This design comes from an exercise in tuning for small area, a short achievable clock period and few clock cycles per item on the open sky130 flow, not from production work. In this exercise RTL edits were held to simulation tests only and were not proved equivalent to the original.

### flow/flow/run.sh
#!/bin/bash
set -o pipefail
export BUFFER_PORTS_ARGS="-buffer_cell sky130_fd_sc_hd__buf_2"
cp standard.sh standard_copy.txt 2>/dev/null
bash standard.sh > standard.log 2>&1
### flow/config.mk
export PLATFORM = sky130hd
export DESIGN_NAME = fft1024
export DESIGN_NICKNAME = fft1024
export VERILOG_FILES = /design/flow/design.v
export SDC_FILE = /design/flow/constraint.sdc
export NUM_CORES = 4
export LEC_CHECK = 0
export CAP_MARGIN = 20
export CORE_MARGIN = 2
export CORE_UTILIZATION = 40
export SLEW_MARGIN = 20
### flow/constraint.sdc
create_clock -name core_clock -period 16.0 [get_ports {clk}]
set_input_delay 3.2000 -clock core_clock [delete_from_list [all_inputs] [get_ports {clk}]]
set_output_delay 3.2000 -clock core_clock [all_outputs]
set_load 0.01 [all_outputs]
### flow/design.v
module bfly_mul
(
    input clk,
    input [15:0] x,
    input [14:0] t,
    output reg [18:0] s,
    output reg [18:0] c,
    output reg ci
);
wire pp1;
wire pp2;
wire pp3;
wire pp4;
wire pp5;
wire pp6;
wire pp7;
wire pp8;
wire pp9;
wire pp10;
wire pp11;
wire pp12;
wire pp13;
wire pp14;
wire pp15;
wire pp16;
wire pp17;
wire pp18;
wire pp19;
wire pp20;
wire pp21;
wire pp22;
wire pp23;
wire pp24;
wire pp25;
wire pp26;
wire pp27;
wire pp28;
wire pp29;
wire pp30;
wire pp31;
wire pp32;
wire pp33;
wire pp34;
wire pp35;
wire pp36;
wire pp37;
wire pp38;
wire pp39;
wire pp40;
wire pp41;
wire pp42;
wire pp43;
wire pp44;
wire pp45;
wire pp46;
wire pp47;
wire pp48;
wire pp49;
wire pp50;
wire pp51;
wire pp52;
wire pp53;
wire pp54;
wire pp55;
wire pp56;
wire pp57;
wire pp58;
wire pp59;
wire pp60;
wire pp61;
wire pp62;
wire pp63;
wire pp64;
wire pp65;
wire pp66;
wire pp67;
wire pp68;
wire pp69;
wire pp70;
wire pp71;
wire pp72;
wire pp73;
wire pp74;
wire pp75;
wire pp76;
wire pp77;
wire pp78;
wire pp79;
wire pp80;
wire pp81;
wire pp82;
wire pp83;
wire pp84;
wire pp85;
wire pp86;
wire pp87;
wire pp88;
wire pp89;
wire pp90;
wire pp91;
wire pp92;
wire pp93;
wire pp94;
wire pp95;
wire pp96;
wire pp97;
wire pp98;
wire pp99;
wire pp100;
wire pp101;
wire pp102;
wire pp103;
wire pp104;
wire pp105;
wire pp106;
wire pp107;
wire pp108;
wire pp109;
wire pp110;
wire pp111;
wire pp112;
wire pp113;
wire pp114;
wire pp115;
wire pp116;
wire pp117;
wire pp118;
wire pp119;
wire pp120;
wire pp121;
wire pp122;
wire pp123;
wire pp124;
wire pp125;
wire pp126;
wire pp127;
wire pp128;
wire pp129;
wire pp130;
wire pp131;
wire pp132;
wire pp133;
wire pp134;
wire pp135;
wire pp136;
wire pp137;
wire pp138;
wire pp139;
wire pp140;
wire pp141;
wire pp142;
wire pp143;
wire pp144;
wire pp145;
wire pp146;
wire pp147;
wire pp148;
wire pp149;
wire pp150;
wire pp151;
wire pp152;
wire pp153;
wire pp154;
wire pp155;
wire pp156;
wire pp157;
wire pp158;
wire pp159;
wire pp160;
wire pp161;
wire pp162;
wire pp163;
wire pp164;
wire pp165;
wire pp166;
wire pp167;
wire pp168;
wire pp169;
wire pp170;
wire pp171;
wire pp172;
wire pp173;
wire pp174;
wire pp175;
wire pp176;
wire pp177;
wire pp178;
wire pp179;
wire pp180;
wire pp181;
wire pp182;
wire pp183;
wire pp184;
wire pp185;
wire pp186;
wire pp187;
wire pp188;
wire pp189;
wire pp190;
wire pp191;
wire pp192;
wire pp193;
wire pp194;
wire pp195;
wire pp196;
wire pp197;
wire pp198;
wire pp199;
wire pp200;
wire pp201;
wire pp202;
wire pp203;
wire pp204;
wire pp205;
wire pp206;
wire pp207;
wire pp208;
wire pp209;
wire pp210;
wire pp211;
wire pp212;
wire pp213;
wire pp214;
wire pp215;
wire pp216;
wire pp217;
wire pp218;
wire pp219;
wire pp220;
wire pp221;
wire pp222;
wire pp223;
wire pp224;
wire pp225;
wire pp226;
wire pp227;
wire pp228;
wire pp229;
wire pp230;
wire pp231;
wire pp232;
wire pp233;
wire pp234;
wire pp235;
wire pp236;
wire pp237;
wire pp238;
wire pp239;
wire pp240;
wire pp241;
wire s242;
wire c243;
wire s244;
wire c245;
wire s246;
wire c247;
wire s248;
wire c249;
wire s250;
wire c251;
wire s252;
wire c253;
wire s254;
wire c255;
wire s256;
wire c257;
wire s258;
wire c259;
wire s260;
wire c261;
wire s262;
wire c263;
wire s264;
wire c265;
wire s266;
wire c267;
wire s268;
wire c269;
wire s270;
wire c271;
wire s272;
wire c273;
wire s274;
wire c275;
wire s276;
wire c277;
wire s278;
wire c279;
wire s280;
wire c281;
wire s282;
wire c283;
wire s284;
wire c285;
wire s286;
wire c287;
wire s288;
wire c289;
wire s290;
wire c291;
wire s292;
wire c293;
wire s294;
wire c295;
wire s296;
wire c297;
wire s298;
wire c299;
wire s300;
wire c301;
wire s302;
wire c303;
wire s304;
wire c305;
wire s306;
wire c307;
wire s308;
wire c309;
wire s310;
wire c311;
wire s312;
wire c313;
wire s314;
wire c315;
wire s316;
wire c317;
wire s318;
wire c319;
wire s320;
wire c321;
wire s322;
wire c323;
wire s324;
wire c325;
wire s326;
wire c327;
wire s328;
wire c329;
wire s330;
wire c331;
wire s332;
wire c333;
wire s334;
wire c335;
wire s336;
wire c337;
wire s338;
wire c339;
wire s340;
wire c341;
wire s342;
wire c343;
wire s344;
wire c345;
wire s346;
wire c347;
wire s348;
wire c349;
wire s350;
wire c351;
wire s352;
wire c353;
wire s354;
wire c355;
wire s356;
wire c357;
wire s358;
wire c359;
wire s360;
wire c361;
wire s362;
wire c363;
wire s364;
wire c365;
wire s366;
wire c367;
wire s368;
wire c369;
wire s370;
wire c371;
wire s372;
wire c373;
wire s374;
wire c375;
wire s376;
wire c377;
wire s378;
wire c379;
wire s380;
wire c381;
wire s382;
wire c383;
wire s384;
wire c385;
wire s386;
wire c387;
wire s388;
wire c389;
wire s390;
wire c391;
wire s392;
wire c393;
wire s394;
wire c395;
wire s396;
wire c397;
wire s398;
wire c399;
wire s400;
wire c401;
wire s402;
wire c403;
wire s404;
wire c405;
wire s406;
wire c407;
wire s408;
wire c409;
wire s410;
wire c411;
wire s412;
wire c413;
wire s414;
wire c415;
wire s416;
wire c417;
wire s418;
wire c419;
wire s420;
wire c421;
wire s422;
wire c423;
wire s424;
wire c425;
wire s426;
wire c427;
wire s428;
wire c429;
wire s430;
wire c431;
wire s432;
wire c433;
wire s434;
wire c435;
wire s436;
wire c437;
wire s438;
wire c439;
wire s440;
wire c441;
wire s442;
wire c443;
wire s444;
wire c445;
wire s446;
wire c447;
wire s448;
wire c449;
wire s450;
wire c451;
wire s452;
wire c453;
wire s454;
wire c455;
wire s456;
wire c457;
wire s458;
wire c459;
wire s460;
wire c461;
wire s462;
wire c463;
wire s464;
wire c465;
wire s466;
wire c467;
wire s468;
wire c469;
wire s470;
wire c471;
wire s472;
wire c473;
wire s474;
wire c475;
wire s476;
wire c477;
wire s478;
wire c479;
wire s480;
wire c481;
wire s482;
wire c483;
wire s484;
wire c485;
wire s486;
wire c487;
wire s488;
wire c489;
wire s490;
wire c491;
wire s492;
wire c493;
wire s494;
wire c495;
wire s496;
wire c497;
wire s498;
wire c499;
wire s500;
wire c501;
wire s502;
wire c503;
wire s504;
wire c505;
wire s506;
wire c507;
wire s508;
wire c509;
wire s510;
wire c511;
wire s512;
wire c513;
wire s514;
wire c515;
wire s516;
wire c517;
wire s518;
wire c519;
wire s520;
wire c521;
wire s522;
wire c523;
wire s524;
wire c525;
wire s526;
wire c527;
wire s528;
wire c529;
wire s530;
wire c531;
wire s532;
wire c533;
wire s534;
wire c535;
wire s536;
wire c537;
wire s538;
wire c539;
wire s540;
wire c541;
wire s542;
wire c543;
wire s544;
wire c545;
wire s546;
wire c547;
wire s548;
wire c549;
wire s550;
wire c551;
wire s552;
wire c553;
wire s554;
wire c555;
wire s556;
wire c557;
wire s558;
wire c559;
wire s560;
wire c561;
wire s562;
wire c563;
wire s564;
wire c565;
wire s566;
wire c567;
wire s568;
wire c569;
wire s570;
wire c571;
wire s572;
wire c573;
wire s574;
wire c575;
wire s576;
wire c577;
wire s578;
wire c579;
wire s580;
wire c581;
wire s582;
wire c583;
wire s584;
wire c585;
wire s586;
wire c587;
wire s588;
wire c589;
wire s590;
wire c591;
wire s592;
wire c593;
wire s594;
wire c595;
wire s596;
wire c597;
wire s598;
wire c599;
wire s600;
wire c601;
wire s602;
wire c603;
wire s604;
wire c605;
wire s606;
wire c607;
wire s608;
wire c609;
wire s610;
wire c611;
wire s612;
wire c613;
wire s614;
wire c615;
wire s616;
wire c617;
wire s618;
wire c619;
wire s620;
wire c621;
wire s622;
wire c623;
wire s624;
wire c625;
wire s626;
wire c627;
wire s628;
wire c629;
wire s630;
wire c631;
wire s632;
wire c633;
wire s634;
wire c635;
wire s636;
wire c637;
wire s638;
wire c639;
wire s640;
wire c641;
wire s642;
wire c643;
wire s644;
wire c645;
wire s646;
wire c647;
wire s648;
wire c649;
wire s650;
wire c651;
wire s652;
wire c653;
wire s654;
wire c655;
wire s656;
wire c657;
wire s658;
wire c659;
wire s660;
wire c661;
assign pp1 = x[0] & t[0];
assign pp2 = x[0] & t[1];
assign pp3 = x[0] & t[2];
assign pp4 = x[0] & t[3];
assign pp5 = x[0] & t[4];
assign pp6 = x[0] & t[5];
assign pp7 = x[0] & t[6];
assign pp8 = x[0] & t[7];
assign pp9 = x[0] & t[8];
assign pp10 = x[0] & t[9];
assign pp11 = x[0] & t[10];
assign pp12 = x[0] & t[11];
assign pp13 = x[0] & t[12];
assign pp14 = x[0] & t[13];
assign pp15 = x[0] & t[14];
assign pp16 = x[1] & t[0];
assign pp17 = x[1] & t[1];
assign pp18 = x[1] & t[2];
assign pp19 = x[1] & t[3];
assign pp20 = x[1] & t[4];
assign pp21 = x[1] & t[5];
assign pp22 = x[1] & t[6];
assign pp23 = x[1] & t[7];
assign pp24 = x[1] & t[8];
assign pp25 = x[1] & t[9];
assign pp26 = x[1] & t[10];
assign pp27 = x[1] & t[11];
assign pp28 = x[1] & t[12];
assign pp29 = x[1] & t[13];
assign pp30 = x[1] & t[14];
assign pp31 = x[2] & t[0];
assign pp32 = x[2] & t[1];
assign pp33 = x[2] & t[2];
assign pp34 = x[2] & t[3];
assign pp35 = x[2] & t[4];
assign pp36 = x[2] & t[5];
assign pp37 = x[2] & t[6];
assign pp38 = x[2] & t[7];
assign pp39 = x[2] & t[8];
assign pp40 = x[2] & t[9];
assign pp41 = x[2] & t[10];
assign pp42 = x[2] & t[11];
assign pp43 = x[2] & t[12];
assign pp44 = x[2] & t[13];
assign pp45 = x[2] & t[14];
assign pp46 = x[3] & t[0];
assign pp47 = x[3] & t[1];
assign pp48 = x[3] & t[2];
assign pp49 = x[3] & t[3];
assign pp50 = x[3] & t[4];
assign pp51 = x[3] & t[5];
assign pp52 = x[3] & t[6];
assign pp53 = x[3] & t[7];
assign pp54 = x[3] & t[8];
assign pp55 = x[3] & t[9];
assign pp56 = x[3] & t[10];
assign pp57 = x[3] & t[11];
assign pp58 = x[3] & t[12];
assign pp59 = x[3] & t[13];
assign pp60 = x[3] & t[14];
assign pp61 = x[4] & t[0];
assign pp62 = x[4] & t[1];
assign pp63 = x[4] & t[2];
assign pp64 = x[4] & t[3];
assign pp65 = x[4] & t[4];
assign pp66 = x[4] & t[5];
assign pp67 = x[4] & t[6];
assign pp68 = x[4] & t[7];
assign pp69 = x[4] & t[8];
assign pp70 = x[4] & t[9];
assign pp71 = x[4] & t[10];
assign pp72 = x[4] & t[11];
assign pp73 = x[4] & t[12];
assign pp74 = x[4] & t[13];
assign pp75 = x[4] & t[14];
assign pp76 = x[5] & t[0];
assign pp77 = x[5] & t[1];
assign pp78 = x[5] & t[2];
assign pp79 = x[5] & t[3];
assign pp80 = x[5] & t[4];
assign pp81 = x[5] & t[5];
assign pp82 = x[5] & t[6];
assign pp83 = x[5] & t[7];
assign pp84 = x[5] & t[8];
assign pp85 = x[5] & t[9];
assign pp86 = x[5] & t[10];
assign pp87 = x[5] & t[11];
assign pp88 = x[5] & t[12];
assign pp89 = x[5] & t[13];
assign pp90 = x[5] & t[14];
assign pp91 = x[6] & t[0];
assign pp92 = x[6] & t[1];
assign pp93 = x[6] & t[2];
assign pp94 = x[6] & t[3];
assign pp95 = x[6] & t[4];
assign pp96 = x[6] & t[5];
assign pp97 = x[6] & t[6];
assign pp98 = x[6] & t[7];
assign pp99 = x[6] & t[8];
assign pp100 = x[6] & t[9];
assign pp101 = x[6] & t[10];
assign pp102 = x[6] & t[11];
assign pp103 = x[6] & t[12];
assign pp104 = x[6] & t[13];
assign pp105 = x[6] & t[14];
assign pp106 = x[7] & t[0];
assign pp107 = x[7] & t[1];
assign pp108 = x[7] & t[2];
assign pp109 = x[7] & t[3];
assign pp110 = x[7] & t[4];
assign pp111 = x[7] & t[5];
assign pp112 = x[7] & t[6];
assign pp113 = x[7] & t[7];
assign pp114 = x[7] & t[8];
assign pp115 = x[7] & t[9];
assign pp116 = x[7] & t[10];
assign pp117 = x[7] & t[11];
assign pp118 = x[7] & t[12];
assign pp119 = x[7] & t[13];
assign pp120 = x[7] & t[14];
assign pp121 = x[8] & t[0];
assign pp122 = x[8] & t[1];
assign pp123 = x[8] & t[2];
assign pp124 = x[8] & t[3];
assign pp125 = x[8] & t[4];
assign pp126 = x[8] & t[5];
assign pp127 = x[8] & t[6];
assign pp128 = x[8] & t[7];
assign pp129 = x[8] & t[8];
assign pp130 = x[8] & t[9];
assign pp131 = x[8] & t[10];
assign pp132 = x[8] & t[11];
assign pp133 = x[8] & t[12];
assign pp134 = x[8] & t[13];
assign pp135 = x[8] & t[14];
assign pp136 = x[9] & t[0];
assign pp137 = x[9] & t[1];
assign pp138 = x[9] & t[2];
assign pp139 = x[9] & t[3];
assign pp140 = x[9] & t[4];
assign pp141 = x[9] & t[5];
assign pp142 = x[9] & t[6];
assign pp143 = x[9] & t[7];
assign pp144 = x[9] & t[8];
assign pp145 = x[9] & t[9];
assign pp146 = x[9] & t[10];
assign pp147 = x[9] & t[11];
assign pp148 = x[9] & t[12];
assign pp149 = x[9] & t[13];
assign pp150 = x[9] & t[14];
assign pp151 = x[10] & t[0];
assign pp152 = x[10] & t[1];
assign pp153 = x[10] & t[2];
assign pp154 = x[10] & t[3];
assign pp155 = x[10] & t[4];
assign pp156 = x[10] & t[5];
assign pp157 = x[10] & t[6];
assign pp158 = x[10] & t[7];
assign pp159 = x[10] & t[8];
assign pp160 = x[10] & t[9];
assign pp161 = x[10] & t[10];
assign pp162 = x[10] & t[11];
assign pp163 = x[10] & t[12];
assign pp164 = x[10] & t[13];
assign pp165 = x[10] & t[14];
assign pp166 = x[11] & t[0];
assign pp167 = x[11] & t[1];
assign pp168 = x[11] & t[2];
assign pp169 = x[11] & t[3];
assign pp170 = x[11] & t[4];
assign pp171 = x[11] & t[5];
assign pp172 = x[11] & t[6];
assign pp173 = x[11] & t[7];
assign pp174 = x[11] & t[8];
assign pp175 = x[11] & t[9];
assign pp176 = x[11] & t[10];
assign pp177 = x[11] & t[11];
assign pp178 = x[11] & t[12];
assign pp179 = x[11] & t[13];
assign pp180 = x[11] & t[14];
assign pp181 = x[12] & t[0];
assign pp182 = x[12] & t[1];
assign pp183 = x[12] & t[2];
assign pp184 = x[12] & t[3];
assign pp185 = x[12] & t[4];
assign pp186 = x[12] & t[5];
assign pp187 = x[12] & t[6];
assign pp188 = x[12] & t[7];
assign pp189 = x[12] & t[8];
assign pp190 = x[12] & t[9];
assign pp191 = x[12] & t[10];
assign pp192 = x[12] & t[11];
assign pp193 = x[12] & t[12];
assign pp194 = x[12] & t[13];
assign pp195 = x[12] & t[14];
assign pp196 = x[13] & t[0];
assign pp197 = x[13] & t[1];
assign pp198 = x[13] & t[2];
assign pp199 = x[13] & t[3];
assign pp200 = x[13] & t[4];
assign pp201 = x[13] & t[5];
assign pp202 = x[13] & t[6];
assign pp203 = x[13] & t[7];
assign pp204 = x[13] & t[8];
assign pp205 = x[13] & t[9];
assign pp206 = x[13] & t[10];
assign pp207 = x[13] & t[11];
assign pp208 = x[13] & t[12];
assign pp209 = x[13] & t[13];
assign pp210 = x[13] & t[14];
assign pp211 = x[14] & t[0];
assign pp212 = x[14] & t[1];
assign pp213 = x[14] & t[2];
assign pp214 = x[14] & t[3];
assign pp215 = x[14] & t[4];
assign pp216 = x[14] & t[5];
assign pp217 = x[14] & t[6];
assign pp218 = x[14] & t[7];
assign pp219 = x[14] & t[8];
assign pp220 = x[14] & t[9];
assign pp221 = x[14] & t[10];
assign pp222 = x[14] & t[11];
assign pp223 = x[14] & t[12];
assign pp224 = x[14] & t[13];
assign pp225 = x[14] & t[14];
assign pp226 = ~(x[15] & t[0]);
assign pp227 = ~(x[15] & t[1]);
assign pp228 = ~(x[15] & t[2]);
assign pp229 = ~(x[15] & t[3]);
assign pp230 = ~(x[15] & t[4]);
assign pp231 = ~(x[15] & t[5]);
assign pp232 = ~(x[15] & t[6]);
assign pp233 = ~(x[15] & t[7]);
assign pp234 = ~(x[15] & t[8]);
assign pp235 = ~(x[15] & t[9]);
assign pp236 = ~(x[15] & t[10]);
assign pp237 = ~(x[15] & t[11]);
assign pp238 = ~(x[15] & t[12]);
assign pp239 = ~(x[15] & t[13]);
assign pp240 = ~(x[15] & t[14]);
assign pp241 = ~x[15];
assign s242 = 1'b1 ^ pp13;
assign c243 = 1'b1 & pp13;
assign s244 = 1'b1 ^ pp14 ^ pp28;
assign c245 = (1'b1 & pp14) | (pp28 & (1'b1 ^ pp14));
assign s246 = pp42 ^ pp56;
assign c247 = pp42 & pp56;
assign s248 = pp15 ^ pp29 ^ pp43;
assign c249 = (pp15 & pp29) | (pp43 & (pp15 ^ pp29));
assign s250 = pp57 ^ pp71 ^ pp85;
assign c251 = (pp57 & pp71) | (pp85 & (pp57 ^ pp71));
assign s252 = 1'b1 ^ pp30 ^ pp44;
assign c253 = (1'b1 & pp30) | (pp44 & (1'b1 ^ pp30));
assign s254 = pp58 ^ pp72 ^ pp86;
assign c255 = (pp58 & pp72) | (pp86 & (pp58 ^ pp72));
assign s256 = pp100 ^ pp114;
assign c257 = pp100 & pp114;
assign s258 = pp45 ^ pp59 ^ pp73;
assign c259 = (pp45 & pp59) | (pp73 & (pp45 ^ pp59));
assign s260 = pp87 ^ pp101 ^ pp115;
assign c261 = (pp87 & pp101) | (pp115 & (pp87 ^ pp101));
assign s262 = pp60 ^ pp74 ^ pp88;
assign c263 = (pp60 & pp74) | (pp88 & (pp60 ^ pp74));
assign s264 = 1'b1 ^ pp9;
assign c265 = 1'b1 & pp9;
assign s266 = 1'b1 ^ pp10 ^ pp24;
assign c267 = (1'b1 & pp10) | (pp24 & (1'b1 ^ pp10));
assign s268 = pp38 ^ pp52;
assign c269 = pp38 & pp52;
assign s270 = 1'b1 ^ pp11 ^ pp25;
assign c271 = (1'b1 & pp11) | (pp25 & (1'b1 ^ pp11));
assign s272 = pp39 ^ pp53 ^ pp67;
assign c273 = (pp39 & pp53) | (pp67 & (pp39 ^ pp53));
assign s274 = pp81 ^ pp95;
assign c275 = pp81 & pp95;
assign s276 = 1'b1 ^ pp12 ^ pp26;
assign c277 = (1'b1 & pp12) | (pp26 & (1'b1 ^ pp12));
assign s278 = pp40 ^ pp54 ^ pp68;
assign c279 = (pp40 & pp54) | (pp68 & (pp40 ^ pp54));
assign s280 = pp82 ^ pp96 ^ pp110;
assign c281 = (pp82 & pp96) | (pp110 & (pp82 ^ pp96));
assign s282 = pp124 ^ pp138;
assign c283 = pp124 & pp138;
assign s284 = pp27 ^ pp41 ^ pp55;
assign c285 = (pp27 & pp41) | (pp55 & (pp27 ^ pp41));
assign s286 = pp69 ^ pp83 ^ pp97;
assign c287 = (pp69 & pp83) | (pp97 & (pp69 ^ pp83));
assign s288 = pp111 ^ pp125 ^ pp139;
assign c289 = (pp111 & pp125) | (pp139 & (pp111 ^ pp125));
assign s290 = pp153 ^ pp167 ^ pp181;
assign c291 = (pp153 & pp167) | (pp181 & (pp153 ^ pp167));
assign s292 = pp70 ^ pp84 ^ pp98;
assign c293 = (pp70 & pp84) | (pp98 & (pp70 ^ pp84));
assign s294 = pp112 ^ pp126 ^ pp140;
assign c295 = (pp112 & pp126) | (pp140 & (pp112 ^ pp126));
assign s296 = pp154 ^ pp168 ^ pp182;
assign c297 = (pp154 & pp168) | (pp182 & (pp154 ^ pp168));
assign s298 = pp196 ^ c243 ^ s246;
assign c299 = (pp196 & c243) | (s246 & (pp196 ^ c243));
assign s300 = pp99 ^ pp113 ^ pp127;
assign c301 = (pp99 & pp113) | (pp127 & (pp99 ^ pp113));
assign s302 = pp141 ^ pp155 ^ pp169;
assign c303 = (pp141 & pp155) | (pp169 & (pp141 ^ pp155));
assign s304 = pp183 ^ pp197 ^ pp211;
assign c305 = (pp183 & pp197) | (pp211 & (pp183 ^ pp197));
assign s306 = c247 ^ c245 ^ s248;
assign c307 = (c247 & c245) | (s248 & (c247 ^ c245));
assign s308 = pp128 ^ pp142 ^ pp156;
assign c309 = (pp128 & pp142) | (pp156 & (pp128 ^ pp142));
assign s310 = pp170 ^ pp184 ^ pp198;
assign c311 = (pp170 & pp184) | (pp198 & (pp170 ^ pp184));
assign s312 = pp212 ^ pp226 ^ s256;
assign c313 = (pp212 & pp226) | (s256 & (pp212 ^ pp226));
assign s314 = c249 ^ c251 ^ s252;
assign c315 = (c249 & c251) | (s252 & (c249 ^ c251));
assign s316 = pp129 ^ pp143 ^ pp157;
assign c317 = (pp129 & pp143) | (pp157 & (pp129 ^ pp143));
assign s318 = pp171 ^ pp185 ^ pp199;
assign c319 = (pp171 & pp185) | (pp199 & (pp171 ^ pp185));
assign s320 = pp213 ^ pp227 ^ c257;
assign c321 = (pp213 & pp227) | (c257 & (pp213 ^ pp227));
assign s322 = c253 ^ c255 ^ s258;
assign c323 = (c253 & c255) | (s258 & (c253 ^ c255));
assign s324 = pp102 ^ pp116 ^ pp130;
assign c325 = (pp102 & pp116) | (pp130 & (pp102 ^ pp116));
assign s326 = pp144 ^ pp158 ^ pp172;
assign c327 = (pp144 & pp158) | (pp172 & (pp144 ^ pp158));
assign s328 = pp186 ^ pp200 ^ pp214;
assign c329 = (pp186 & pp200) | (pp214 & (pp186 ^ pp200));
assign s330 = pp228 ^ c259 ^ c261;
assign c331 = (pp228 & c259) | (c261 & (pp228 ^ c259));
assign s332 = pp75 ^ pp89 ^ pp103;
assign c333 = (pp75 & pp89) | (pp103 & (pp75 ^ pp89));
assign s334 = pp117 ^ pp131 ^ pp145;
assign c335 = (pp117 & pp131) | (pp145 & (pp117 ^ pp131));
assign s336 = pp159 ^ pp173 ^ pp187;
assign c337 = (pp159 & pp173) | (pp187 & (pp159 ^ pp173));
assign s338 = pp201 ^ pp215 ^ pp229;
assign c339 = (pp201 & pp215) | (pp229 & (pp201 ^ pp215));
assign s340 = pp90 ^ pp104 ^ pp118;
assign c341 = (pp90 & pp104) | (pp118 & (pp90 ^ pp104));
assign s342 = pp132 ^ pp146 ^ pp160;
assign c343 = (pp132 & pp146) | (pp160 & (pp132 ^ pp146));
assign s344 = pp174 ^ pp188 ^ pp202;
assign c345 = (pp174 & pp188) | (pp202 & (pp174 ^ pp188));
assign s346 = pp105 ^ pp119 ^ pp133;
assign c347 = (pp105 & pp119) | (pp133 & (pp105 ^ pp119));
assign s348 = pp147 ^ pp161 ^ pp175;
assign c349 = (pp147 & pp161) | (pp175 & (pp147 ^ pp161));
assign s350 = pp120 ^ pp134 ^ pp148;
assign c351 = (pp120 & pp134) | (pp148 & (pp120 ^ pp134));
assign s352 = 1'b1 ^ pp6;
assign c353 = 1'b1 & pp6;
assign s354 = 1'b1 ^ pp7 ^ pp21;
assign c355 = (1'b1 & pp7) | (pp21 & (1'b1 ^ pp7));
assign s356 = pp35 ^ pp49;
assign c357 = pp35 & pp49;
assign s358 = 1'b1 ^ pp8 ^ pp22;
assign c359 = (1'b1 & pp8) | (pp22 & (1'b1 ^ pp8));
assign s360 = pp36 ^ pp50 ^ pp64;
assign c361 = (pp36 & pp50) | (pp64 & (pp36 ^ pp50));
assign s362 = pp78 ^ pp92;
assign c363 = pp78 & pp92;
assign s364 = pp23 ^ pp37 ^ pp51;
assign c365 = (pp23 & pp37) | (pp51 & (pp23 ^ pp37));
assign s366 = pp65 ^ pp79 ^ pp93;
assign c367 = (pp65 & pp79) | (pp93 & (pp65 ^ pp79));
assign s368 = pp107 ^ pp121 ^ s264;
assign c369 = (pp107 & pp121) | (s264 & (pp107 ^ pp121));
assign s370 = pp66 ^ pp80 ^ pp94;
assign c371 = (pp66 & pp80) | (pp94 & (pp66 ^ pp80));
assign s372 = pp108 ^ pp122 ^ pp136;
assign c373 = (pp108 & pp122) | (pp136 & (pp108 ^ pp122));
assign s374 = c265 ^ s268 ^ s266;
assign c375 = (c265 & s268) | (s266 & (c265 ^ s268));
assign s376 = pp109 ^ pp123 ^ pp137;
assign c377 = (pp109 & pp123) | (pp137 & (pp109 ^ pp123));
assign s378 = pp151 ^ c269 ^ s274;
assign c379 = (pp151 & c269) | (s274 & (pp151 ^ c269));
assign s380 = c267 ^ s270 ^ s272;
assign c381 = (c267 & s270) | (s272 & (c267 ^ s270));
assign s382 = pp152 ^ pp166 ^ c275;
assign c383 = (pp152 & pp166) | (c275 & (pp152 ^ pp166));
assign s384 = s282 ^ c271 ^ c273;
assign c385 = (s282 & c271) | (c273 & (s282 ^ c271));
assign s386 = s276 ^ s278 ^ s280;
assign c387 = (s276 & s278) | (s280 & (s276 ^ s278));
assign s388 = c283 ^ s242 ^ c277;
assign c389 = (c283 & s242) | (c277 & (c283 ^ s242));
assign s390 = c279 ^ c281 ^ s284;
assign c391 = (c279 & c281) | (s284 & (c279 ^ c281));
assign s392 = s286 ^ s288 ^ s290;
assign c393 = (s286 & s288) | (s290 & (s286 ^ s288));
assign s394 = c285 ^ c287 ^ c289;
assign c395 = (c285 & c287) | (c289 & (c285 ^ c287));
assign s396 = c291 ^ s244 ^ s292;
assign c397 = (c291 & s244) | (s292 & (c291 ^ s244));
assign s398 = s294 ^ s296 ^ s298;
assign c399 = (s294 & s296) | (s298 & (s294 ^ s296));
assign s400 = c293 ^ c295 ^ c297;
assign c401 = (c293 & c295) | (c297 & (c293 ^ c295));
assign s402 = s250 ^ s300 ^ s302;
assign c403 = (s250 & s300) | (s302 & (s250 ^ s300));
assign s404 = s304 ^ c299 ^ s306;
assign c405 = (s304 & c299) | (s306 & (s304 ^ c299));
assign s406 = c301 ^ c303 ^ c305;
assign c407 = (c301 & c303) | (c305 & (c301 ^ c303));
assign s408 = s254 ^ s308 ^ s310;
assign c409 = (s254 & s308) | (s310 & (s254 ^ s308));
assign s410 = s312 ^ c307 ^ s314;
assign c411 = (s312 & c307) | (s314 & (s312 ^ c307));
assign s412 = c309 ^ c311 ^ s260;
assign c413 = (c309 & c311) | (s260 & (c309 ^ c311));
assign s414 = s316 ^ s318 ^ s320;
assign c415 = (s316 & s318) | (s320 & (s316 ^ s318));
assign s416 = c313 ^ c315 ^ s322;
assign c417 = (c313 & c315) | (s322 & (c313 ^ c315));
assign s418 = c317 ^ c319 ^ s262;
assign c419 = (c317 & c319) | (s262 & (c317 ^ c319));
assign s420 = s324 ^ s326 ^ s328;
assign c421 = (s324 & s326) | (s328 & (s324 ^ s326));
assign s422 = c321 ^ s330 ^ c323;
assign c423 = (c321 & s330) | (c323 & (c321 ^ s330));
assign s424 = c263 ^ c325 ^ c327;
assign c425 = (c263 & c325) | (c327 & (c263 ^ c325));
assign s426 = c329 ^ s332 ^ s334;
assign c427 = (c329 & s332) | (s334 & (c329 ^ s332));
assign s428 = s336 ^ s338 ^ c331;
assign c429 = (s336 & s338) | (c331 & (s336 ^ s338));
assign s430 = pp216 ^ pp230 ^ c333;
assign c431 = (pp216 & pp230) | (c333 & (pp216 ^ pp230));
assign s432 = c335 ^ c337 ^ c339;
assign c433 = (c335 & c337) | (c339 & (c335 ^ c337));
assign s434 = s340 ^ s342 ^ s344;
assign c435 = (s340 & s342) | (s344 & (s340 ^ s342));
assign s436 = pp189 ^ pp203 ^ pp217;
assign c437 = (pp189 & pp203) | (pp217 & (pp189 ^ pp203));
assign s438 = pp231 ^ c341 ^ c343;
assign c439 = (pp231 & c341) | (c343 & (pp231 ^ c341));
assign s440 = c345 ^ s346 ^ s348;
assign c441 = (c345 & s346) | (s348 & (c345 ^ s346));
assign s442 = pp162 ^ pp176 ^ pp190;
assign c443 = (pp162 & pp176) | (pp190 & (pp162 ^ pp176));
assign s444 = pp204 ^ pp218 ^ pp232;
assign c445 = (pp204 & pp218) | (pp232 & (pp204 ^ pp218));
assign s446 = c347 ^ c349 ^ s350;
assign c447 = (c347 & c349) | (s350 & (c347 ^ c349));
assign s448 = pp135 ^ pp149 ^ pp163;
assign c449 = (pp135 & pp149) | (pp163 & (pp135 ^ pp149));
assign s450 = pp177 ^ pp191 ^ pp205;
assign c451 = (pp177 & pp191) | (pp205 & (pp177 ^ pp191));
assign s452 = pp219 ^ pp233 ^ c351;
assign c453 = (pp219 & pp233) | (c351 & (pp219 ^ pp233));
assign s454 = pp150 ^ pp164 ^ pp178;
assign c455 = (pp150 & pp164) | (pp178 & (pp150 ^ pp164));
assign s456 = pp192 ^ pp206 ^ pp220;
assign c457 = (pp192 & pp206) | (pp220 & (pp192 ^ pp206));
assign s458 = pp165 ^ pp179 ^ pp193;
assign c459 = (pp165 & pp179) | (pp193 & (pp165 ^ pp179));
assign s460 = 1'b1 ^ pp4;
assign c461 = 1'b1 & pp4;
assign s462 = 1'b1 ^ pp5 ^ pp19;
assign c463 = (1'b1 & pp5) | (pp19 & (1'b1 ^ pp5));
assign s464 = pp33 ^ pp47;
assign c465 = pp33 & pp47;
assign s466 = pp20 ^ pp34 ^ pp48;
assign c467 = (pp20 & pp34) | (pp48 & (pp20 ^ pp34));
assign s468 = pp62 ^ pp76 ^ s352;
assign c469 = (pp62 & pp76) | (s352 & (pp62 ^ pp76));
assign s470 = pp63 ^ pp77 ^ pp91;
assign c471 = (pp63 & pp77) | (pp91 & (pp63 ^ pp77));
assign s472 = c353 ^ s356 ^ s354;
assign c473 = (c353 & s356) | (s354 & (c353 ^ s356));
assign s474 = pp106 ^ c357 ^ s362;
assign c475 = (pp106 & c357) | (s362 & (pp106 ^ c357));
assign s476 = c355 ^ s358 ^ s360;
assign c477 = (c355 & s358) | (s360 & (c355 ^ s358));
assign s478 = c363 ^ c359 ^ c361;
assign c479 = (c363 & c359) | (c361 & (c363 ^ c359));
assign s480 = s364 ^ s366 ^ s368;
assign c481 = (s364 & s366) | (s368 & (s364 ^ s366));
assign s482 = c365 ^ c367 ^ s370;
assign c483 = (c365 & c367) | (s370 & (c365 ^ c367));
assign s484 = s372 ^ c369 ^ s374;
assign c485 = (s372 & c369) | (s374 & (s372 ^ c369));
assign s486 = c371 ^ c373 ^ s376;
assign c487 = (c371 & c373) | (s376 & (c371 ^ c373));
assign s488 = s378 ^ c375 ^ s380;
assign c489 = (s378 & c375) | (s380 & (s378 ^ c375));
assign s490 = c377 ^ s382 ^ c379;
assign c491 = (c377 & s382) | (c379 & (c377 ^ s382));
assign s492 = s384 ^ c381 ^ s386;
assign c493 = (s384 & c381) | (s386 & (s384 ^ c381));
assign s494 = c383 ^ c385 ^ s388;
assign c495 = (c383 & c385) | (s388 & (c383 ^ c385));
assign s496 = c387 ^ s390 ^ s392;
assign c497 = (c387 & s390) | (s392 & (c387 ^ s390));
assign s498 = c389 ^ s394 ^ c391;
assign c499 = (c389 & s394) | (c391 & (c389 ^ s394));
assign s500 = c393 ^ s396 ^ s398;
assign c501 = (c393 & s396) | (s398 & (c393 ^ s396));
assign s502 = c395 ^ s400 ^ c397;
assign c503 = (c395 & s400) | (c397 & (c395 ^ s400));
assign s504 = s402 ^ c399 ^ s404;
assign c505 = (s402 & c399) | (s404 & (s402 ^ c399));
assign s506 = c401 ^ s406 ^ c403;
assign c507 = (c401 & s406) | (c403 & (c401 ^ s406));
assign s508 = s408 ^ c405 ^ s410;
assign c509 = (s408 & c405) | (s410 & (s408 ^ c405));
assign s510 = c407 ^ c409 ^ s412;
assign c511 = (c407 & c409) | (s412 & (c407 ^ c409));
assign s512 = s414 ^ c411 ^ s416;
assign c513 = (s414 & c411) | (s416 & (s414 ^ c411));
assign s514 = c413 ^ s418 ^ s420;
assign c515 = (c413 & s418) | (s420 & (c413 ^ s418));
assign s516 = c415 ^ s422 ^ c417;
assign c517 = (c415 & s422) | (c417 & (c415 ^ s422));
assign s518 = s424 ^ c419 ^ c421;
assign c519 = (s424 & c419) | (c421 & (s424 ^ c419));
assign s520 = s426 ^ c423 ^ s428;
assign c521 = (s426 & c423) | (s428 & (s426 ^ c423));
assign s522 = c425 ^ s430 ^ s432;
assign c523 = (c425 & s430) | (s432 & (c425 ^ s430));
assign s524 = c427 ^ s434 ^ c429;
assign c525 = (c427 & s434) | (c429 & (c427 ^ s434));
assign s526 = s436 ^ c431 ^ c433;
assign c527 = (s436 & c431) | (c433 & (s436 ^ c431));
assign s528 = s438 ^ c435 ^ s440;
assign c529 = (s438 & c435) | (s440 & (s438 ^ c435));
assign s530 = c437 ^ s442 ^ s444;
assign c531 = (c437 & s442) | (s444 & (c437 ^ s442));
assign s532 = c439 ^ c441 ^ s446;
assign c533 = (c439 & c441) | (s446 & (c439 ^ c441));
assign s534 = c443 ^ c445 ^ s448;
assign c535 = (c443 & c445) | (s448 & (c443 ^ c445));
assign s536 = s450 ^ s452 ^ c447;
assign c537 = (s450 & s452) | (c447 & (s450 ^ s452));
assign s538 = pp234 ^ c449 ^ c451;
assign c539 = (pp234 & c449) | (c451 & (pp234 ^ c449));
assign s540 = s454 ^ s456 ^ c453;
assign c541 = (s454 & s456) | (c453 & (s454 ^ s456));
assign s542 = pp207 ^ pp221 ^ pp235;
assign c543 = (pp207 & pp221) | (pp235 & (pp207 ^ pp221));
assign s544 = c455 ^ c457 ^ s458;
assign c545 = (c455 & c457) | (s458 & (c455 ^ c457));
assign s546 = pp180 ^ pp194 ^ pp208;
assign c547 = (pp180 & pp194) | (pp208 & (pp180 ^ pp194));
assign s548 = pp222 ^ pp236 ^ c459;
assign c549 = (pp222 & pp236) | (c459 & (pp222 ^ pp236));
assign s550 = pp195 ^ pp209 ^ pp223;
assign c551 = (pp195 & pp209) | (pp223 & (pp195 ^ pp209));
assign s552 = 1'b1 ^ pp3;
assign c553 = 1'b1 & pp3;
assign s554 = pp18 ^ pp32 ^ pp46;
assign c555 = (pp18 & pp32) | (pp46 & (pp18 ^ pp32));
assign s556 = pp61 ^ c461 ^ s464;
assign c557 = (pp61 & c461) | (s464 & (pp61 ^ c461));
assign s558 = c465 ^ c463 ^ s466;
assign c559 = (c465 & c463) | (s466 & (c465 ^ c463));
assign s560 = c467 ^ s470 ^ c469;
assign c561 = (c467 & s470) | (c469 & (c467 ^ s470));
assign s562 = c471 ^ s474 ^ c473;
assign c563 = (c471 & s474) | (c473 & (c471 ^ s474));
assign s564 = c475 ^ s478 ^ c477;
assign c565 = (c475 & s478) | (c477 & (c475 ^ s478));
assign s566 = c479 ^ s482 ^ c481;
assign c567 = (c479 & s482) | (c481 & (c479 ^ s482));
assign s568 = c483 ^ s486 ^ c485;
assign c569 = (c483 & s486) | (c485 & (c483 ^ s486));
assign s570 = c487 ^ s490 ^ c489;
assign c571 = (c487 & s490) | (c489 & (c487 ^ s490));
assign s572 = c491 ^ s494 ^ c493;
assign c573 = (c491 & s494) | (c493 & (c491 ^ s494));
assign s574 = c495 ^ s498 ^ c497;
assign c575 = (c495 & s498) | (c497 & (c495 ^ s498));
assign s576 = c499 ^ s502 ^ c501;
assign c577 = (c499 & s502) | (c501 & (c499 ^ s502));
assign s578 = c503 ^ s506 ^ c505;
assign c579 = (c503 & s506) | (c505 & (c503 ^ s506));
assign s580 = c507 ^ s510 ^ c509;
assign c581 = (c507 & s510) | (c509 & (c507 ^ s510));
assign s582 = c511 ^ s514 ^ s516;
assign c583 = (c511 & s514) | (s516 & (c511 ^ s514));
assign s584 = s518 ^ c515 ^ s520;
assign c585 = (s518 & c515) | (s520 & (s518 ^ c515));
assign s586 = c519 ^ s522 ^ s524;
assign c587 = (c519 & s522) | (s524 & (c519 ^ s522));
assign s588 = c523 ^ s526 ^ s528;
assign c589 = (c523 & s526) | (s528 & (c523 ^ s526));
assign s590 = s530 ^ c527 ^ c529;
assign c591 = (s530 & c527) | (c529 & (s530 ^ c527));
assign s592 = c531 ^ s534 ^ s536;
assign c593 = (c531 & s534) | (s536 & (c531 ^ s534));
assign s594 = s538 ^ c535 ^ c537;
assign c595 = (s538 & c535) | (c537 & (s538 ^ c535));
assign s596 = s542 ^ c539 ^ s544;
assign c597 = (s542 & c539) | (s544 & (s542 ^ c539));
assign s598 = c543 ^ s546 ^ s548;
assign c599 = (c543 & s546) | (s548 & (c543 ^ s546));
assign s600 = pp237 ^ c547 ^ s550;
assign c601 = (pp237 & c547) | (s550 & (pp237 ^ c547));
assign s602 = pp210 ^ pp224 ^ pp238;
assign c603 = (pp210 & pp224) | (pp238 & (pp210 ^ pp224));
assign s604 = 1'b1 ^ pp241;
assign c605 = 1'b1 & pp241;
assign s606 = 1'b1 ^ pp2 ^ pp16;
assign c607 = (1'b1 & pp2) | (pp16 & (1'b1 ^ pp2));
assign s608 = pp17 ^ pp31 ^ s552;
assign c609 = (pp17 & pp31) | (s552 & (pp17 ^ pp31));
assign s610 = c553 ^ s460 ^ s554;
assign c611 = (c553 & s460) | (s554 & (c553 ^ s460));
assign s612 = c555 ^ s462 ^ s556;
assign c613 = (c555 & s462) | (s556 & (c555 ^ s462));
assign s614 = c557 ^ s468 ^ s558;
assign c615 = (c557 & s468) | (s558 & (c557 ^ s468));
assign s616 = c559 ^ s472 ^ s560;
assign c617 = (c559 & s472) | (s560 & (c559 ^ s472));
assign s618 = s476 ^ c561 ^ s562;
assign c619 = (s476 & c561) | (s562 & (s476 ^ c561));
assign s620 = c563 ^ s480 ^ s564;
assign c621 = (c563 & s480) | (s564 & (c563 ^ s480));
assign s622 = c565 ^ s484 ^ s566;
assign c623 = (c565 & s484) | (s566 & (c565 ^ s484));
assign s624 = s488 ^ c567 ^ s568;
assign c625 = (s488 & c567) | (s568 & (s488 ^ c567));
assign s626 = s492 ^ c569 ^ s570;
assign c627 = (s492 & c569) | (s570 & (s492 ^ c569));
assign s628 = s496 ^ c571 ^ s572;
assign c629 = (s496 & c571) | (s572 & (s496 ^ c571));
assign s630 = s500 ^ c573 ^ s574;
assign c631 = (s500 & c573) | (s574 & (s500 ^ c573));
assign s632 = c575 ^ s504 ^ s576;
assign c633 = (c575 & s504) | (s576 & (c575 ^ s504));
assign s634 = s508 ^ c577 ^ s578;
assign c635 = (s508 & c577) | (s578 & (s508 ^ c577));
assign s636 = s512 ^ c579 ^ s580;
assign c637 = (s512 & c579) | (s580 & (s512 ^ c579));
assign s638 = c513 ^ c581 ^ s582;
assign c639 = (c513 & c581) | (s582 & (c513 ^ c581));
assign s640 = c517 ^ s584 ^ c583;
assign c641 = (c517 & s584) | (c583 & (c517 ^ s584));
assign s642 = c521 ^ c585 ^ s586;
assign c643 = (c521 & c585) | (s586 & (c521 ^ c585));
assign s644 = c525 ^ s588 ^ c587;
assign c645 = (c525 & s588) | (c587 & (c525 ^ s588));
assign s646 = s532 ^ s590 ^ c589;
assign c647 = (s532 & s590) | (c589 & (s532 ^ s590));
assign s648 = c533 ^ c591 ^ s592;
assign c649 = (c533 & c591) | (s592 & (c533 ^ c591));
assign s650 = s540 ^ s594 ^ c593;
assign c651 = (s540 & s594) | (c593 & (s540 ^ s594));
assign s652 = c541 ^ s596 ^ c595;
assign c653 = (c541 & s596) | (c595 & (c541 ^ s596));
assign s654 = c545 ^ s598 ^ c597;
assign c655 = (c545 & s598) | (c597 & (c545 ^ s598));
assign s656 = c549 ^ s600 ^ c599;
assign c657 = (c549 & s600) | (c599 & (c549 ^ s600));
assign s658 = c551 ^ s602 ^ c601;
assign c659 = (c551 & s602) | (c601 & (c551 ^ s602));
assign s660 = pp225 ^ pp239 ^ c603;
assign c661 = (pp225 & pp239) | (c603 & (pp225 ^ pp239));
wire [12:0] lo = {1'b0, {s626, s624, s622, s620, s618, s616, s614, s612, s610, s608, s606, pp1}} + {1'b0, {c625, c623, c621, c619, c617, c615, c613, c611, c609, c607, c605, s604}};
always @(posedge clk) begin
    s <= {1'b1, pp240, s660, s658, s656, s654, s652, s650, s648, s646, s644, s642, s640, s638, s636, s634, s632, s630, s628};
    c <= {1'b0, c661, c659, c657, c655, c653, c651, c649, c647, c645, c643, c641, c639, c637, c635, c633, c631, c629, c627};
    ci <= lo[12];
end
endmodule
module fft1024
(
    input clk,
    input rst_n,
    input start,
    output reg finish,
    input clear,
    input [31:0] dout0,
    output reg oce0,
    output reg ce0,
    output reg wre0,
    output reg [10:0] ad0,
    output reg [31:0] din0,
    input [31:0] dout1,
    output reg oce1,
    output reg ce1,
    output reg wre1,
    output reg [10:0] ad1,
    output reg [31:0] din1,
    input [15:0] dout_w,
    output reg oce_w,
    output reg ce_w,
    output reg [10:0] ad_w
);
reg run;             
reg ph;              
reg [3:0] s;         
reg [8:0] u;         
reg gap;             
wire        e0_v = run && (s <= 4'd9) && !gap;
wire        e0_x = (s == 4'd9) && !gap;
wire        e0_b = u[0];
wire [7:0]  e0_bi = u[8:1];
reg  [8:0]  e0_mask;    
always @(*) begin
    case (s)
        4'd0: e0_mask = 9'h000;
        4'd1: e0_mask = 9'h001;
        4'd2: e0_mask = 9'h003;
        4'd3: e0_mask = 9'h007;
        4'd4: e0_mask = 9'h00f;
        4'd5: e0_mask = 9'h01f;
        4'd6: e0_mask = 9'h03f;
        4'd7: e0_mask = 9'h07f;
        default: e0_mask = 9'h0ff;
    endcase
end
wire [8:0] e0_bw  = {1'b0, e0_bi};
wire [8:0] e0_ins = ((e0_bw << 1) & ~{e0_mask[7:0], 1'b1}) | (e0_bw & e0_mask);
wire [8:0] e0_a0  = e0_x ? u : e0_ins;
wire [8:0] e0_a1  = e0_x ? u : (e0_ins | (e0_mask + 9'd1));
reg  [8:0] e0_i;
always @(*) begin
    case (s)
        4'd0: e0_i = 9'd0;
        4'd1: e0_i = {e0_bi[0], 8'd0};
        4'd2: e0_i = {e0_bi[1:0], 7'd0};
        4'd3: e0_i = {e0_bi[2:0], 6'd0};
        4'd4: e0_i = {e0_bi[3:0], 5'd0};
        4'd5: e0_i = {e0_bi[4:0], 4'd0};
        4'd6: e0_i = {e0_bi[5:0], 3'd0};
        4'd7: e0_i = {e0_bi[6:0], 2'd0};
        4'd8: e0_i = {e0_bi[7:0], 1'd0};
        default: e0_i = u;
    endcase
end
wire e0_sr = e0_i > 9'd256;
wire [10:0] e0_adre = e0_sr ? {e0_i - 9'd256, 2'b00} : {9'd256 - e0_i, 2'b00};
wire [10:0] e0_adim = e0_sr ? {9'd0 - e0_i, 2'b00} : {e0_i, 2'b00};
reg       e1_v, e2_v, e3_v;
reg       e1_x, e2_x, e3_x;      
reg       e1_b, e2_b, e3_b;      
reg [8:0] e1_a0, e2_a0;
reg [8:0] e1_a1, e2_a1, e3_a1;
reg       e1_sr, e2_sr;
wire done = run && !ph && (s == 4'd10) && !e1_v && !e2_v && !(e3_v && !e3_x);
always @(posedge clk or negedge rst_n) begin
    if (!rst_n) begin
        run <= 1'b0;
        ph <= 1'b0;
        s <= 4'd0;
        u <= 9'd0;
        gap <= 1'b0;
        e1_v <= 1'b0;
        e2_v <= 1'b0;
        e3_v <= 1'b0;
        finish <= 1'b0;
    end
    else begin
        if (clear)
            finish <= 1'b0;
        if (!run) begin
            ph <= 1'b0;
            e1_v <= 1'b0;
            e2_v <= 1'b0;
            e3_v <= 1'b0;
            if (start)
                run <= 1'b1;
        end
        else begin
            ph <= ~ph;
            if (done) begin
                run <= 1'b0;
                finish <= 1'b1;
                s <= 4'd0;
                u <= 9'd0;
            end
            else if (ph) begin
                e1_v <= e0_v;
                e2_v <= e1_v;
                e3_v <= e2_v;
                if (gap) begin
                    gap <= 1'b0;
                end
                else if (s <= 4'd9) begin
                    u <= u + 9'd1;
                    if (u == 9'd511) begin
                        s <= s + 4'd1;
                        if (s == 4'd8)
                            gap <= 1'b1;
                    end
                end
            end
        end
    end
end
always @(posedge clk) begin
    if (ph) begin
        e1_x <= e0_x;   e2_x <= e1_x;   e3_x <= e2_x;
        e1_b <= e0_b;   e2_b <= e1_b;   e3_b <= e2_b;
        e1_a0 <= e0_a0; e2_a0 <= e1_a0;
        e1_a1 <= e0_a1; e2_a1 <= e1_a1; e3_a1 <= e2_a1;
        e1_sr <= e0_sr; e2_sr <= e1_sr;
    end
end
wire r1_0 = e0_v && !e0_x && !e0_b;             
wire r1_1 = e0_v && (e0_x || e0_b);             
wire r0_0 = e1_v && (e1_x || !e1_b);            
wire r0_1 = e1_v && !e1_x && e1_b;              
wire w0_0 = e2_v && (e2_x || !e2_b);            
wire w0_1 = e2_v && !e2_x && e2_b;              
wire w1_0 = e3_v && !e3_x && !e3_b;             
wire w1_1 = (e3_v && !e3_x && e3_b) || (e2_v && e2_x);   
always @(posedge clk or negedge rst_n) begin
    if (!rst_n) begin
        ce0 <= 1'b0; oce0 <= 1'b0; wre0 <= 1'b0;
        ce1 <= 1'b0; oce1 <= 1'b0; wre1 <= 1'b0;
        ce_w <= 1'b0; oce_w <= 1'b0;
    end
    else if (run && !done) begin
        if (!ph) begin
            ce0 <= r1_0 || r0_0;  oce0 <= r1_0 || r0_0;  wre0 <= 1'b0;
            ce1 <= r1_1 || r0_1;  oce1 <= r1_1 || r0_1;  wre1 <= 1'b0;
        end
        else begin
            ce0 <= w0_0 || w1_0;  oce0 <= w0_0 || w1_0;  wre0 <= 1'b1;
            ce1 <= w0_1 || w1_1;  oce1 <= w0_1 || w1_1;  wre1 <= 1'b1;
        end
        ce_w <= 1'b1; oce_w <= 1'b1;
    end
    else begin
        ce0 <= 1'b0; oce0 <= 1'b0; wre0 <= 1'b0;
        ce1 <= 1'b0; oce1 <= 1'b0; wre1 <= 1'b0;
        ce_w <= 1'b0; oce_w <= 1'b0;
    end
end
always @(posedge clk) begin
    if (!ph) begin
        ad0 <= {2'b00, r1_0 ? e0_a1 : e1_a0};
        ad1 <= {2'b00, r1_1 ? e0_a1 : e1_a0};
        ad_w <= e0_adre;
    end
    else begin
        ad0 <= {2'b00, w0_0 ? e2_a0 : e3_a1};
        ad1 <= {2'b00, w0_1 ? e2_a0 : (e2_x ? e2_a1 : e3_a1)};
        ad_w <= e0_adim;
    end
end
reg [14:0] tw;                  
reg [31:0] x1;                  
reg [31:0] x0;                  
reg [15:0] rrr, rir;            
reg [31:0] hold;                
localparam MK = 12;                  
wire [30-MK:0] ma_s, ma_c, mb_s, mb_c;
wire ma_ci, mb_ci;
bfly_mul mul_a (.clk(clk), .x(x1[31:16]), .t(tw), .s(ma_s), .c(ma_c), .ci(ma_ci));
bfly_mul mul_b (.clk(clk), .x(x1[15:0]),  .t(tw), .s(mb_s), .c(mb_c), .ci(mb_ci));
localparam SH = 15 - MK;
localparam WW = 31 - MK;
wire [WW-1:0] ci_a = {{(WW-1){1'b0}}, ma_ci};
wire [WW-1:0] ci_b = {{(WW-1){1'b0}}, mb_ci};
wire [WW-1:0] e2_m = {WW{e2_sr}};
wire [WW-1:0] e2_ka = {{(WW-SH-1){1'b0}}, e2_sr, {(SH-1){1'b0}}, e2_sr ^ ma_ci};
wire [WW-1:0] e2_kb = {{(WW-SH-1){1'b0}}, e2_sr, {(SH-1){1'b0}}, e2_sr ^ mb_ci};
wire [WW-1:0] rrr_w = (ma_s ^ e2_m) + (ma_c ^ e2_m) + e2_ka;
wire [WW-1:0] rir_w = (mb_s ^ e2_m) + (mb_c ^ e2_m) + e2_kb;
wire [15:0] rrr_n = rrr_w[WW-1:SH];
wire [15:0] rir_n = rir_w[WW-1:SH];
wire [WW-1:0] ua = {rrr, {(SH-1){1'b0}}, mb_ci};
wire [WW-1:0] us = ua ^ mb_s ^ mb_c;
wire [WW-1:0] uc = {(ua & mb_s) | (ua & mb_c) | (mb_s & mb_c), 1'b0};
wire [WW-1:0] wa = {rir, {(SH-2){1'b0}}, ~ma_ci, ma_ci};
wire [WW-1:0] ws = wa ^ ~ma_s ^ ~ma_c;
wire [WW-1:0] wc = {(wa & ~ma_s) | (wa & ~ma_c) | (~ma_s & ~ma_c), 1'b0};
wire [WW-1:0] rnd = {{(WW-SH){1'b0}}, {SH{1'b1}}};
wire [WW-1:0] t0re = {x0[31:16], {SH{1'b0}}} + us + uc;
wire [WW-1:0] t1re = {x0[31:16], {SH{1'b0}}} + ~us + ~uc + rnd + 2;
wire [WW-1:0] t0im = {x0[15:0], {SH{1'b0}}} + ws + wc + rnd;
wire [WW-1:0] t1im = {x0[15:0], {SH{1'b0}}} + ~ws + ~wc + 2;
wire [31:0] y0 = {t0re[WW-1:SH], t0im[WW-1:SH]};
wire [31:0] y1 = {t1re[WW-1:SH], t1im[WW-1:SH]};
always @(posedge clk) begin
    tw <= dout_w[14:0];
    x0 <= (e2_x || !e2_b) ? dout0 : dout1;           
    rrr <= rrr_n;                                     
    rir <= rir_n;                                     
    din0 <= (e2_x || !e2_b) ? y0 : hold;              
    din1 <= e2_x ? y1 : (e2_b ? y0 : hold);           
    if (!ph)
        x1 <= (e1_x || e1_b) ? dout1 : dout0;
    else
        hold <= y1;
end
endmodule
### flow/standard.sh
#!/bin/bash
# synth_recipe.tcl (not shown) runs the flow's synth.tcl, then flattens the netlist and writes it again
# the make line also repeats each setting of config.mk as NAME=value (left out here)
make -C /OpenROAD-flow-scripts/flow DESIGN_CONFIG=/design/flow/config.mk WORK_HOME=/design/flow/orfs CLKGATE_MAP_FILE= SYNTH_SCRIPT=/design/flow/synth_recipe.tcl "${@:-finish}"
==> results of run 1 <==
-- layer usage --
layer | wire length, µm | global-route usage [%] | vias up
met1 | 36600 | 26.2 | 11500
met2 | 41400 | 35.7 | 549
met5 | 96 | 0 | -
met3 | 4860 | 3.84 | 127
li1 | - | - | 10800
met4 | 2610 | 6.24 | 16
-- Yosys cell counts, types with 11 or more instances --
master | number | area share, %
fa_1 | 468 | 28
a21oi_1 | 74 | 1.1
nand3_1 | 25 | 0.38
inv_1 | 591 | 6.7
mux2i_1 | 48 | 1.5
o21a_1 | 15 | 0.34
nand2_1 | 591 | 6.7
dfrtp_1 | 24 | 1.8
a31oi_1 | 12 | 0.23
a21o_1 | 30 | 0.68
o21ai_0 | 50 | 0.76
o21ai_1 | 38 | 0.57
edfxtp_1 | 117 | 11
nor3_1 | 25 | 0.38
mux2_2 | 45 | 1.5
buf_1 | 11 | 0.12
xnor2_1 | 74 | 2.0
xor2_1 | 104 | 2.7
ha_1 | 217 | 8.2
dfxtp_1 | 244 | 15
clkbuf_1 | 120 | 1.4
and2_1 | 181 | 3.4
and3_1 | 16 | 0.30
nor2_1 | 79 | 0.90
o211ai_1 | 15 | 0.34
-- sequential cells by signal (all words and copies together) (netlist names), 4 cells and up --
register,count
x0,32
mul_b.c,18
e3_a1,9
s,4
ad0,9
rir,16
rrr,16
ad_w,9
hold,32
e1_a1,9
u,9
mul_b.s,18
e2_a0,9
tw,15
mul_a.s,18
x1,32
din0,32
ad1,9
din1,32
mul_a.c,18
e2_a1,9
e1_a0,9
-- worst register-to-register path, delay by kind of cell (launching register included) --
family | cells | cell delay [ps]
adder cells (fa/ha/maj) | 5 | 2400
flip-flops | 1 | 890
AO/OA/AOI/OAI | 3 | 750
AND/OR/NAND/NOR | 1 | 200
buffers and inverters | 3 | 160
-- through the flow --
stage,instances,instance area [µm²],hold WS [ps],setup slack (ps)
floorplan,3399,33100,400,11500
global placement,4527,35000,400,11500
detailed placement,4527,35000,407,11500
CTS,4617,36700,416,11450
global route,4620,36700,422,11210
finish,4622,36700,416,11440
-- cell families (layout without fill, tap and decap cells) --
group / after synthesis / count (layout) / synth area share (%)
flops: 385 / 385 / 27.2
mux: 95 / 95 / 3.05
simple gates: 971 / 971 / 13.2
fa+ha+maj: 686 / 686 / 36.5
other cells: 1 / 11 / 0.0113
compound gates: 330 / 330 / 6.58
buf+inv: 747 / 895 / 8.66
xor+xnor: 179 / 179 / 4.79
-- cell type report --
| type | count | area [µm²] |
|---|---|---|
| Inverter | 594 | 2230 |
| Sequential cell | 385 | 9010 |
| Fill cell | 7954 | 45300 |
| Timing Repair Buffer | 211 | 1130 |
| Multi-Input combinational cell | 2267 | 21300 |
| Tap cell | 1070 | 1340 |
| Clock buffer | 66 | 1360 |
| Antenna cell | 5 | 12.5 |
| Clock inverter | 24 | 339 |
-- path summary, 6_finish.rpt --
check,cells after the start,startpoint,end
worst max-delay path,12,x1[4],mul_b.ci
worst min-delay path,0,e1_a1[4],e2_a1[4]
worst max register to register,12,x1[4],mul_b.ci
worst min register to register,0,e1_a1[4],e2_a1[4]
max in group asynchronous,1,rst_n,ph
min in group asynchronous,1,rst_n,u[8]
==> flow_summary.toml, run 1 <==
[detailed_routing]
drt_wl_total_um = 85500
via_per_inst = 4.97
vias = 23000
wire_per_inst_um = 18.5
drcViolationCount = 0
ant_nets = 0
drtPass1Iterations = 7
drtIter0Drc = 1303

[floorplanning]
rows = 105
die_w_um = 292
initial_core_util_pct = 40.4
boundaryPins = 190
die_h_um = 292
dieArea_mm2 = 0.0851
core-area_mm2 = 0.0820

[clock_network]
postCtsHoldBufs = 0
clkTransAtPathRegs_ps = 60
cts_setup_buffers = 0
numCtsBuffers = 48
clock_sinks = 385
cts.path.max_buffers = 3
worstSkewPairLatency_ps = 610
cts_tree = "yes"
ctsResizeCount = 0
root_buffer = "clkbuf_16"
h-tree-depth = 2

[sta]
fin_crit_ps = 4560
tns_ps = 0
hold_violations = 0
worst_pin_slew_ps = 1040
finalClockSkew_ps = 48.4
rsz0062_at_grt = "false"
drv_slew = 0
setup-violations-final = 0
max-slew-margin-rel_pct = 30.3
fin_crit_sh_pct = 28.5
fmax_mhz = 219

[worst_setup_path]
cp_common_cell = "fa_1"
critPathArrivalTime_ps = 4990
worst-path-buf-inv = 3
path_max_fanout = 15
path_cells = "nand2_1 > fa_1 > inv_1 > fa_1 > fa_1 > inv_1 > fa_1 > inv_1 > ha_1 > o211a_1 > a2111oi_0 > o21ai_1"
reg2reg_slack_ps = 11440
path_class = "flop to flop"
critical_path.top_delay_family = "adder cells"
crit_path_top_delay_cell = "edfxtp_1"
critPathLaunchType = "flop"
end_kind = "flop"
slowest_delay_ps = 890
worstPathRequired_ps = 16430

[synthesis]
ys_types = 83
synth-main-ff-cell = "dfxtp_1"
syn_inst = 3394
ys_seq_area_share_pct = 27.2
yosysWarnings = 2
synth_area_mm2 = 0.0331
ys_seq_elements = 385
synth.avg_cell_area_um2 = 9.76
async_flop_share_pct = 6.23
synth_enable_flop_cells = 117

[global_route]
grt_pass1_vias = 24500
grt_max_degree = 93
grt_overflow = 0
grt_antenna_before_repair = 11
grt_usage_pct = 20.6
grt_pass1_wl_um = 137000

[layout]
nNetsFinal = 4276
drive_above_1_share_pct = 10.1
area_growth_syn_to_layout_pct = 10.9
final_core_util_pct = 44.8
layout_commonest_cell = "inv_1"
final_cell_mix = "591 x inv_1, 590 x nand2_1, 468 x fa_1, 237 x dfxtp_1, 217 x ha_1"

[place]
place_congestion = 0.856
port_buffers = 182
hpwlAfterDp_um = 64100

[flow_run]
cap_violations = 0

[outcome]
run_status = "finished clean"

[min_path]
hp-class = "flop to flop"
Testbench counts, summed over its fixed seeds: cycles 122,976, ffts 12.
==> inputs of run 2 (changes only) <==
--- a/flow/config.mk
+++ b/flow/config.mk
@@ -7,2 +7,3 @@
 export LEC_CHECK = 0
+export ABC_AREA = 1
 export CAP_MARGIN = 20
@@ -10,2 +11,4 @@
 export CORE_UTILIZATION = 40
+export CTS_CLUSTER_DIAMETER = 60
+export CTS_CLUSTER_SIZE = 30
 export SLEW_MARGIN = 20
==> run 2 against run 1 <==
Still clean. Cell area up 3.8%. Routed wire length up 12%. Cell count up 17%. Utilization down 0.18 points. Critical path depth down 11. Synthesized cell count up 22%. Synthesized area up 4.5%. Highest routed layer is now met4.
==> flow_summary.toml, run 2 <==
[clock_network]
cts_tree = "yes"
worstSkewPairLatency_ps = 630
clkTransAtPathRegs_ps = 80
cts.path.max_buffers = 3
numCtsBuffers = 43
clock_sinks = 385
h-tree-depth = 2
root_buffer = "clkbuf_16"
ctsResizeCount = 0
postCtsHoldBufs = 0
cts_setup_buffers = 0

[detailed_routing]
via_per_inst = 4.89
drt_wl_total_um = 96000
drtPass1Iterations = 5
ant_nets = 0
wire_per_inst_um = 17.7
drtIter0Drc = 1710
drcViolationCount = 0
vias = 26600

[floorplanning]
rows = 107
boundaryPins = 190
initial_core_util_pct = 40.5
die_h_um = 298
dieArea_mm2 = 0.0889
die_w_um = 298
core-area_mm2 = 0.0854

[layout]
area_growth_syn_to_layout_pct = 10.1
multi_input_area_mm2 = 0.0215
nNetsFinal = 5019
drive_above_1_share_pct = 7.77
layout_commonest_cell = "nand2_1"
nFillCells = 8539
final_cell_mix = "985 x nand2_1, 938 x inv_1, 468 x fa_1, 234 x dfxtp_1, 217 x ha_1"
diodes = 0
seqCellArea_mm2 = 0.00901

[global_route]
grt_max_degree = 78
grt_antenna_before_repair = 3
grt_pass1_wl_um = 152000
grt_usage_pct = 22.1
grt-busiest-layer = "met2"
use_met1_pct = 27.6
gr-usage-met2_pct = 37.7
grt_use_met3_pct = 3.44
grt_overflow = 0
grt_pass1_vias = 27700

[place]
place_congestion = 0.937
port_buffers = 182
dpl_worst_slack_ps = 11690
hpwlAfterDp_um = 73100

[synthesis]
ys_seq_area_share_pct = 26.0
synth_enable_flop_cells = 117
synth_area_mm2 = 0.0346
yosysWarnings = 2
async_flop_share_pct = 6.23
ys_types = 54
synth_area_leaders = "fa_1 27%, dfxtp_1 14%, nand2_1 11%, inv_1 10%, edfxtp_1 10%"
synth_most_common_cell = "nand2_1"
synth_commonest_cells = "985 x nand2_1, 939 x inv_1, 468 x fa_1"
synth-main-ff-cell = "dfxtp_1"
synth_top_cell_area_share_pct = 27.1
syn_inst = 4141
synth.avg_cell_area_um2 = 8.36
yosysTopAreaCell = "fa_1"
ys_seq_elements = 385

[sta]
hold_violations = 0
fin_hold_ws_ps = 417
max-slew-margin-rel_pct = 31.0
drv_slew = 0
setup-violations-final = 0
worst_pin_slew_ps = 1030
fin_crit_ps = 4370
tns_ps = 0
finalWorstSetupSlack_ps = 11630
fmax_mhz = 229
rsz0062_at_grt = "false"
finalClockSkew_ps = 52.2
fin_crit_sh_pct = 27.3

[worst_setup_path]
end_kind = "output pin"
critPathArrivalTime_ps = 1170
worst-path-buf-inv = 1
critical_path.top_delay_family = "flip-flops"
slowest_delay_ps = 390
path_class = "flop to output pin"
path_cells = "buf_2"
path_max_fanout = 2
crit_path_top_delay_cell = "dfrtp_1"
worstPathRequired_ps = 12800
critPathLaunchType = "flop"

[flow_run]
cap_violations = 0

[outcome]
run_status = "finished clean"

[min_path]
hp-class = "flop to flop"
## run 2: cell families after synthesis
kind of cell             share of synthesized area, %
AO/OA/AOI/OAI                                    6.86
AND/OR/NAND/NOR                                  16.3
buffers and inverters                            12.1
flip-flops                                       26.0
other                                          0.0108
XOR/XNOR                                         3.85
adder cells (fa/ha/maj)                          34.9
## run 2: through the flow
| stage | utilization, % | cell area (µm²) | instances |
|---|---|---|---|
| after floorplan | - | 34600 | 4146 |
| after global placement | 42.8 | 36600 | 5349 |
| after detailed placement | 42.8 | 36600 | 5349 |
| after CTS | 44.6 | 38100 | 5429 |
| after global routing | 44.6 | 38100 | 5429 |
| final | 44.6 | 38100 | 5429 |
## run 2: final timing paths
kind	startpoint	end	slack [ps]	cells past startpoint
max in group asynchronous	rst_n	ph	13050	1
hold reg to reg	e1_sr	e2_sr	420	0
setup reg to reg	tw[11]	mul_a.s[5]	11700	10
hold / removal	e1_sr	e2_sr	420	0
setup / recovery	finish	finish	11630	1
min in group asynchronous	rst_n	finish	2530	1
## run 2: layout make-up
| class | count | area share (%) |
|---|---|---|
| repair buffers | 203 | 2.80 |
| clock inverters | 31 | 1.06 |
| well taps | 1144 | 3.76 |
| inverters | 950 | 9.38 |
| flip-flops and latches | 385 | 23.7 |
| clock buffers | 49 | 3.02 |
| multi-input cells | 2667 | 56.3 |
## run 2: routing by layer
layer / routed length (µm) / share of wire [%] / up-vias
met5: 0 / 0 / -
met4: 4540 / 4.7 / 0
met3: 5830 / 6.1 / 192
met2: 45700 / 48 / 828
met1: 39900 / 42 / 12900
li1: - / - / 12700

-- re-timing with driven ports --
The flow's constraints put no driver on any port. The routed layouts listed below were extracted and timed again, unchanged, in two steps. Step 1 assumes that a clkbuf_16 drives the clock port and a buf_2 every other input. Step 2 adds t to the input delays and takes it off the output delays; t is the mean of the earliest and latest rising clock arrival at the registers after step 1. Input paths then give back, and output paths get back, about the clock's delay inside the block. Three values: ideal ports, drivers, drivers and shift; two values: the first two.
run | t, ns | setup WS [ns] | worst setup path after step 2 | worst data-port slew with drivers (ns) | pins driven straight from the clock port
run 1 | 0.659 | 11.441 / 11.441 / 11.441 | register to register | 0.06 | 1
run 2 | 0.674 | 11.634 / 11.567 / 11.703 | register to register | 0.04 | 1
After both steps every run listed still meets setup and hold.
